What follows belongs to an exercise in optimizing a design on an open flow for small area, a short achievable clock period and few clock cycles; a production flow would make more cautious choices.
In this exercise RTL edits were held to simulation tests only and were not proved equivalent to the original.
Power and IR drop assume default switching activity.

==> flow/design.v (excerpt) <==
module JAM (
           input CLK,
           input RST,
           output reg [2:0] W,
           output reg [2:0] J,
           input [6:0] Cost,
           output reg [3:0] MatchCount,
           output reg [9:0] MinCost,
           output reg Valid );
Settings: LEC_CHECK=0, CAP_MARGIN=20, CORE_MARGIN=2, CORE_UTILIZATION=40, SETUP_SLACK_MARGIN=1.15, SLEW_MARGIN=20; clock period 5.0 ns.
run.sh (not shown) runs the stock make flow with config.mk's settings and CLKGATE_MAP_FILE= SYNTH_SCRIPT=/design/flow/synth_recipe.tcl, a recipe that flattens the netlist after the stock synthesis.
Testbench counts at the start, summed over its fixed seeds: cycles 4,776.
==> next run, changes <==
--- a/flow/config.mk
+++ b/flow/config.mk
@@ -10,2 +10,2 @@
-export CORE_UTILIZATION = 40
-export SETUP_SLACK_MARGIN = 1.15
+export CORE_UTILIZATION = 60
+export SETUP_SLACK_MARGIN = 1.0
=>
- cell area fell by 2.7%
- core utilization increases by 22 points
- power shrinks by 3.9%
- global-route usage rose by 14 points
- setup slack gets worse by 0.026 ns
- count of clock-buffer cells in the layout is higher by 2
- die area drops by 33%
- final cell count fell by 7.7%
==> next run, changes <==
--- a/flow/config.mk
+++ b/flow/config.mk
@@ -10,2 +10,2 @@
-export CORE_UTILIZATION = 60
-export SETUP_SLACK_MARGIN = 1.0
+export CORE_UTILIZATION = 40
+export SETUP_SLACK_MARGIN = 1.4
What happened:
- The changed run finished clean
- non-clock buffer count grows by 24
- via count shrinks by 2.0%
- setup slack improved by 0.14 ns
- global-route usage shrinks by 15 points
- sequential power shrinks by about 1%
- power grows by 4.6%

* * *

Setup of job 7250:
JAM, a different RTL version from the one above (not shown whole).
Size: roughly 2,900 cells after synthesis, about 340 flip-flops, roughly 30 I/O pins.
clock: 5.0 ns
lec_check: 0
cap_margin: 20
core_margin: 2
core_utilization: 40
setup_slack_margin: 1.3
slew_margin: 20
Job 7250 closes out successfully: all stages finished, all timing, DRC and antenna checks passed.
Testbench counts of job 7250, summed over its fixed seeds: cycles 4,752.
The inputs of job 3485 differ from those of job 7250 as listed below.
# job 7250
export LEC_CHECK = 0
export CAP_MARGIN = 20
export CORE_MARGIN = 2
export CORE_UTILIZATION = 40
export SETUP_SLACK_MARGIN = 1.3
export SLEW_MARGIN = 20
create_clock -name core_clock -period 5.0 [get_ports {CLK}]
# job 3485
export LEC_CHECK = 0
export CAP_MARGIN = 20
export CORE_MARGIN = 2
export CORE_UTILIZATION = 40
export SETUP_SLACK_MARGIN = 1.45
export SLEW_MARGIN = 20
create_clock -name core_clock -period 5.0 [get_ports {CLK}]
Findings:
Job 3485 vs job 7250 — final area climbed slightly
Relative to job 7250, the power measured on job 3485 has increased slightly.
In the reports for job 7250 and job 3485, the larger cell count belongs to job 3485.
The final reports for job 3485 and job 7250 show portion of the clock cycle consumed by the worst path in the final layout lower in the former.
Job 3485 against job 7250: maximum clock frequency higher; wire length on met1 grew by about 3.3%; fraction of area in registers saw a decrease.
Count of cell instances traversed by the critical path, job 7250 and job 3485, higher one = job 7250.
Delta (job 3485 minus job 7250): share of post-route cells with drive strength above 1 higher; final hold slack lower.
Final antenna diode count: job 3485 < job 7250
The following lists how job 8607 was set up differently from job 3485:
# job 3485
export LEC_CHECK = 0
export CAP_MARGIN = 20
export CORE_MARGIN = 2
export CORE_UTILIZATION = 40
export SETUP_SLACK_MARGIN = 1.45
export SLEW_MARGIN = 20
create_clock -name core_clock -period 5.0 [get_ports {CLK}]
# job 8607
export LEC_CHECK = 0
export CAP_MARGIN = 20
export CORE_MARGIN = 2
export CORE_UTILIZATION = 40
export SETUP_SLACK_MARGIN = 1.6
export SLEW_MARGIN = 20
create_clock -name core_clock -period 5.0 [get_ports {CLK}]
- Number of antenna violations at the first check in global routing for job 8607: 1 up relative to job 3485
- Share of total power in the clock network: job 8607 vs job 3485 down 1.0 points
- | post-route fraction of the period consumed by the critical path | job 8607 vs job 3485 | 0.37 points lower |
- When job 8607 is set beside job 3485, its wire length on met3 turns out to be 3000 um larger.
- Going from job 3485 to job 8607, clock buffer count grows by about 7%.
- Lower share of power burned in registers among job 8607 and job 3485: job 8607
- Relative to job 3485, job 8607 improves clock period minus worst slack.
- The setup slack of job 8607 is larger than that of job 3485.
- Job 8607 vs job 3485: routed length on met1 down slightly
- Against job 3485, job 8607 comes in 2.0 points higher on core utilization.
- Diff job 3485 -> job 8607 | power | up by a few percent
> inputs changed (job 8607 -> job 7570)
# job 8607
export LEC_CHECK = 0
export CAP_MARGIN = 20
export CORE_MARGIN = 2
export CORE_UTILIZATION = 40
export SETUP_SLACK_MARGIN = 1.6
export SLEW_MARGIN = 20
create_clock -name core_clock -period 5.0 [get_ports {CLK}]
# job 7570
export LEC_CHECK = 0
export CAP_MARGIN = 20
export CORE_MARGIN = 2
export CORE_UTILIZATION = 40
export SETUP_SLACK_MARGIN = 1.0
export SLEW_MARGIN = 20
create_clock -name core_clock -period 5.0 [get_ports {CLK}]
For worst hold slack across all endpoints, job 7570 and job 8607 come out practically identical. The estimated power of job 7570 ends up lower than the estimate for job 8607. Looking at clock share of power, job 7570 sits 3.3 points higher than job 8607 does. Job 7570 did not stop at any stage, and its layout met the timing, DRC and antenna checks. Maximum frequency delta (job 7570 − job 8607): unfavourable. Min share of final layout cell area taken by non-clock buffers across job 8607 and job 7570: job 7570. Period utilization on job 7570 is up relative to job 8607.

re-timing with driven ports:
No port has a modelled driver above. Below, the same layouts with a new extraction and two added sets of constraints.
Step 1 sets driving cells, clkbuf_16 on the clock port and buf_2 on the other inputs (assumed; they add their load-dependent delay and slew).
Step 2 moves the port delays by t, midway between the first and last clock arrival at a register: inputs arrive t later, outputs are due t later. That takes back most of the time a late clock gives input paths.
a / b / c = ideal / step 1 / step 2; a / b = the first two.
| run | shift t [ns] | setup slack, ns | clock arrival spread, ns | worst register clock-pin slew, ns | worst data-port slew with drivers (ns) |
|---|---|---|---|---|---|
| the first run of note 1 | 0.645 | 0.920 / 0.920 / 0.537 | 0.026 / 0.026 | 0.07 / 0.07 | 0.04 |
| the second run of note 1 | 0.639 | 0.893 / 0.893 / 0.560 | 0.019 / 0.019 | 0.07 / 0.07 | 0.04 |
| the third run of note 1 | 0.667 | 1.036 / 1.036 / 0.622 | 0.038 / 0.038 | 0.07 / 0.07 | 0.03 |
| job 7250 | 0.659 | 1.265 / 1.265 / 0.868 | 0.033 / 0.033 | 0.07 / 0.07 | 0.04 |
| job 3485 | 0.653 | 1.366 / 1.366 / 0.888 | 0.034 / 0.034 | 0.07 / 0.07 | 0.03 |
| job 8607 | 0.651 | 1.384 / 1.384 / 0.956 | 0.042 / 0.043 | 0.07 / 0.07 | 0.03 |
| job 7570 | 0.647 | 1.020 / 1.020 / 0.592 | 0.032 / 0.032 | 0.07 / 0.07 | 0.03 |
After both steps setup and hold are still met in every run listed. The setup slack of job 3485, which loses most, moves by 0.000 ns with the drivers and by -0.478 ns with both steps.
